This is an optimization exercise on Yosys and OpenROAD, whose aim is small area, not a production implementation.
In this exercise RTL edits were held to simulation tests only and were not proved equivalent to the original.
Power figures rest on the tool's default switching activity, not on a simulated workload.

== the previous run ==
==> flow/design.v <==
`default_nettype none
module fp_add (
    input  var logic        clk,
    input  var logic        rst,
    input  var logic        valid_i,
    input  var logic [31:0] num_a_i,
    input  var logic [31:0] num_b_i,
    output var logic [31:0] num_o,
    output var logic        valid_o
);
function automatic logic [24:0] add24(input logic [23:0] a, input logic [23:0] b, input logic ci,
                                      output logic [23:0] pa);
    logic [23:0] g, p, gg, pp;
    logic [24:0] c;
    g  = a & b;
    p  = a ^ b;
    gg = g;
    pp = p;
    gg[0] = g[0] | (p[0] & ci);
    for (int d = 1; d < 24; d = d * 2)
        for (int i = 2 * d - 1; i < 24; i = i + 2 * d) begin
            gg[i] = gg[i] | (pp[i] & gg[i-d]);
            pp[i] = pp[i] & pp[i-d];
        end
    for (int d = 8; d >= 1; d = d / 2)
        for (int i = 3 * d - 1; i < 24; i = i + 2 * d) begin
            gg[i] = gg[i] | (pp[i] & gg[i-d]);
            pp[i] = pp[i] & pp[i-d];
        end
    c[0] = ci;
    for (int i = 0; i < 24; i++)
        c[i+1] = gg[i];
    pa = pp;
    add24 = { c[24], p ^ c[23:0] };
endfunction
function automatic logic [8:0] add8(input logic [7:0] a, input logic [7:0] b, input logic ci,
                                    output logic [7:0] pa);
    logic [7:0] g, p, gg, pp;
    logic [8:0] c;
    g  = a & b;
    p  = a ^ b;
    gg = g;
    pp = p;
    gg[0] = g[0] | (p[0] & ci);
    for (int d = 1; d < 8; d = d * 2)
        for (int i = 2 * d - 1; i < 8; i = i + 2 * d) begin
            gg[i] = gg[i] | (pp[i] & gg[i-d]);
            pp[i] = pp[i] & pp[i-d];
        end
    for (int d = 2; d >= 1; d = d / 2)
        for (int i = 3 * d - 1; i < 8; i = i + 2 * d) begin
            gg[i] = gg[i] | (pp[i] & gg[i-d]);
            pp[i] = pp[i] & pp[i-d];
        end
    c[0] = ci;
    for (int i = 0; i < 8; i++)
        c[i+1] = gg[i];
    pa = pp;
    add8 = { c[8], p ^ c[7:0] };
endfunction
logic        sa, sb;
logic [7:0]  ea, eb, xa, xb;
logic        za, zb;
logic        a_big;        
logic [8:0]  dab;          
logic [7:0]  eq_lo;        
logic [7:0]  d;
logic        sat;
logic [23:0] ma, mb, my, my_sh;
always_comb begin
    sa = num_a_i[31];
    sb = num_b_i[31];
    ea = num_a_i[30:23];
    eb = num_b_i[30:23];
    za = ea == '0;
    zb = eb == '0;
    xa = { ea[7:1], ea[0] | za };
    xb = { eb[7:1], eb[0] | zb };
    ma = { ~za, num_a_i[22:0] };
    mb = { ~zb, num_b_i[22:0] };
    dab   = add8(xa, ~xb, 1'b1, eq_lo);
    a_big = dab[8] & (~eq_lo[7] | sb);
    d     = dab[7:0] ^ ({ ~eq_lo[6:0], 1'b0 } & {8{~dab[8]}});
    sat = d[7:5] != '0;    
    my    = a_big ? mb : ma;
    my_sh = my;
    if (d[0]) my_sh = { 1'b0, my_sh[23:1] };
    if (d[1]) my_sh = { 2'b0, my_sh[23:2] };
    if (d[2]) my_sh = { 4'b0, my_sh[23:4] };
    if (d[3]) my_sh = { 8'b0, my_sh[23:8] };
    if (d[4] | sat) my_sh = { 16'b0, my_sh[23:16] & {8{~sat}} };
end
logic        valid_p1;
logic        sx_p1;
logic        sub_p1;
logic [7:0]  h_p1;
logic [23:0] mx_p1;
logic [23:0] my_p1;
always_ff @(posedge clk) begin
    sx_p1  <= a_big ? sa : sb;
    sub_p1 <= sa ^ sb;
    h_p1   <= a_big ? xa : xb;
    mx_p1  <= a_big ? ma : mb;
    my_p1  <= my_sh;
end
always_ff @(posedge clk)
    if (rst)
        valid_p1 <= '0;
    else
        valid_p1 <= valid_i;
logic [24:0] sum;
logic        neg;          
logic [23:0] pa;           
logic [23:0] below;        
logic [23:0] r;
logic        cout;
logic        top;          
always_comb begin
    sum  = add24(mx_p1, my_p1 ^ {24{sub_p1}}, sub_p1, pa);
    neg  = sub_p1 & ~sum[24];
    cout = sum[24] & ~sub_p1;
    top  = cout & (h_p1 == 8'd254);
    below = ~{ pa[22:0], 1'b1 };
    r = sum[23:0] ^ (below & {24{neg}});
end
logic [23:0] r_p2;
logic        c_p2;
logic        s_p2;
logic [7:0]  h1_p2;        
always_ff @(posedge clk) begin
    r_p2  <= r | {24{top}};
    c_p2  <= cout & ~top;
    s_p2  <= sx_p1 ^ neg;
    h1_p2 <= h_p1 + 8'd1;
end
always_ff @(posedge clk)
    if (rst)
        valid_o <= '0;
    else
        valid_o <= valid_p1;
logic [24:0] w, w_n;
logic [4:0]  lz;
logic        zero;
logic [7:0]  e_o;
always_comb begin
    w = { c_p2, r_p2 };
    lz = '0;
    for (int i = 0; i < 25; i++)
        if (w[i])
            lz = 5'(24 - i);
    zero = w == '0;
    w_n  = w;
    if (lz[4]) w_n = { w_n[8:0], 16'b0 };
    if (lz[3]) w_n = { w_n[16:0], 8'b0 };
    if (lz[2]) w_n = { w_n[20:0], 4'b0 };
    if (lz[1]) w_n = { w_n[22:0], 2'b0 };
    if (lz[0]) w_n = { w_n[23:0], 1'b0 };
    e_o  = zero ? 8'd0 : h1_p2 - 8'(lz);
    num_o = { s_p2, e_o, w_n[23:1] };
end
endmodule
`resetall
==> flow/config.mk <==
export PLATFORM = sky130hd
export DESIGN_NAME = fp_add
export DESIGN_NICKNAME = fp_add
export VERILOG_FILES = /design/flow/design.v
export SDC_FILE = /design/flow/constraint.sdc
export NUM_CORES = 4
export LEC_CHECK = 0
export ABC_AREA = 1
export CAP_MARGIN = 20
export CORE_MARGIN = 2
export CORE_UTILIZATION = 40
export CTS_BUF_LIST = sky130_fd_sc_hd__clkbuf_8
export SLEW_MARGIN = 20
==> flow/constraint.sdc <==
create_clock -name core_clock -period 4.7 [get_ports {clk}]
set_input_delay 0.9400 -clock core_clock [delete_from_list [all_inputs] [get_ports {clk}]]
set_output_delay 0.9400 -clock core_clock [all_outputs]
set_load 0.01 [all_outputs]
standard.sh (not shown) runs the stock make flow with config.mk's settings and CLKGATE_MAP_FILE= SYNTH_SCRIPT=/design/flow/synth_recipe.tcl, a recipe that flattens the netlist after the stock synthesis.
==> flow/flow/run.sh <==
#!/bin/bash
# Layout flow: the standard synthesis, then the combinational logic is
# re-mapped by ABC with an area-recovering script (flip-flops are kept as
# blackboxes, so every register keeps its name and cell), then the standard
# ORFS layout with plain buf_1 cells as the port buffers.
set -euo pipefail
here=$(pwd)
res=$here/orfs/results/$FLOW_PLATFORM/fp_add/base
log=$here/orfs/logs/$FLOW_PLATFORM/fp_add/base
lib=$FLOW_HOME/platforms/$FLOW_PLATFORM/lib/sky130_fd_sc_hd__tt_025C_1v80.lib

bash standard.sh synth > standard_synth.log 2>&1

# the same don't-use list the standard synthesis gave abc
dont_use=$(grep -o -- '-dont_use [A-Za-z0-9_]*' $log/1_2_yosys.log | sort -u | tr '\n' ' ')
cp $res/1_2_yosys.v $here/standard_1_2_yosys.v
cat > $here/remap.ys <<EOT
read_liberty -ignore_miss_func $lib
read_verilog $here/standard_1_2_yosys.v
hierarchy -top $FLOW_TOP
blackbox sky130_fd_sc_hd__df* sky130_fd_sc_hd__dl* sky130_fd_sc_hd__sdf* sky130_fd_sc_hd__edf*
flatten
opt_clean
techmap
opt -fast
abc -script $here/flow/remap.abc -liberty $lib $dont_use
opt_clean -purge
stat -liberty $lib
write_verilog -noattr -noexpr -nohex -nodec $res/1_2_yosys.v
EOT
yosys -l $here/remap.log -q $here/remap.ys > /dev/null 2>&1
rm -f $res/1_synth.odb $res/1_synth.sdc

export BUFFER_PORTS_ARGS="-buffer_cell sky130_fd_sc_hd__buf_1"
bash standard.sh > standard_finish.log 2>&1
==> flow/flow/remap.abc <==
&get -n
&st
&dch -f
&nf -p
&put
buffer -c
topo
dnsize -c
The previous run reached the end of the flow, and the finished layout is clean on the timing, design-rule and antenna checks.
Here is what was changed in the inputs of the current run compared with the previous run.
diff --git a/flow/design.v b/flow/design.v
--- a/flow/design.v
+++ b/flow/design.v
@@ -128,35 +128,33 @@
 logic        s_p2;
 logic [7:0]  h1_p2;        
 always_ff @(posedge clk) begin
     r_p2  <= r | {24{top}};
     c_p2  <= cout & ~top;
     s_p2  <= sx_p1 ^ neg;
-    h1_p2 <= h_p1 + 8'd1;
+    h1_p2 <= (sub_p1 & pa[23]) ? 8'd2 : h_p1 + 8'd1;
 end
 always_ff @(posedge clk)
     if (rst)
         valid_o <= '0;
     else
         valid_o <= valid_p1;
 logic [24:0] w, w_n;
 logic [4:0]  lz;
-logic        zero;
 logic [7:0]  e_o;
 always_comb begin
     w = { c_p2, r_p2 };
-    lz = '0;
+    lz = 5'd2;
     for (int i = 0; i < 25; i++)
         if (w[i])
             lz = 5'(24 - i);
-    zero = w == '0;
     w_n  = w;
     if (lz[4]) w_n = { w_n[8:0], 16'b0 };
     if (lz[3]) w_n = { w_n[16:0], 8'b0 };
     if (lz[2]) w_n = { w_n[20:0], 4'b0 };
     if (lz[1]) w_n = { w_n[22:0], 2'b0 };
     if (lz[0]) w_n = { w_n[23:0], 1'b0 };
-    e_o  = zero ? 8'd0 : h1_p2 - 8'(lz);
+    e_o  = h1_p2 - 8'(lz);
     num_o = { s_p2, e_o, w_n[23:1] };
 end
 endmodule
 `resetall
Notes after the runs:
Relative to the previous run, synthesized cell count decreased by 15 in the current run. Compared with the previous run, the current run shows power dissipated in sequential cells that has gone down by a few percent. The flip-flop and latch area was comparable across the current run and the previous run. Worst setup path startpoint: r_p2[6]$_DFF_P_ -> the current run, r_p2[1]$_DFF_P_ -> the previous run. Core utilization of the finished layout for the current run: 0.15 points up relative to the previous run. On sequential fraction of design power, the current run and the previous run are neck and neck. Delta(combined global-route utilization of all metal layers, the current run - the previous run) < 0. Against the previous run, the current run reports a per-instance average area after synthesis that is higher. | DRC marker count from the first detailed-route iteration | higher: the previous run |. Comparing the current run and the previous run, the higher fraction of power consumed by combinational cells is on the previous run. On multi-input gate area in the final layout: between the current run and the previous run, it ends up higher for the previous run.

separate check: timing with driven ports:
How much do the figures lean on ideal ports? The routed layouts below were timed once more, with nothing changed but the port constraints. Step 1 (the two cells are an assumption about what drives the block):
set clk [get_ports {clk}]
set_driving_cell -lib_cell sky130_fd_sc_hd__clkbuf_16 $clk
set_driving_cell -lib_cell sky130_fd_sc_hd__buf_2 [delete_from_list [all_inputs] $clk]
Step 2 moves the port delays by t, midway between the first and last clock arrival at a register: inputs arrive t later, outputs are due t later. That takes back most of the time a late clock gives input paths. a / b / c = no drivers / after step 1 / after step 2; a / b = the first two.
run | t (ns) | setup WS [ns] | hold slack, ns | worst setup path at the end
the previous run | 0.396 | 0.328 / 0.293 / 0.230 | 0.434 / 0.434 / 0.434 | input to register
the current run | 0.411 | 0.252 / 0.218 / 0.020 | 0.445 / 0.445 / 0.445 | input to register
After both steps every run listed still meets setup and hold. The setup slack of the current run, which loses most, moves by -0.034 ns with the drivers and by -0.232 ns with both steps.
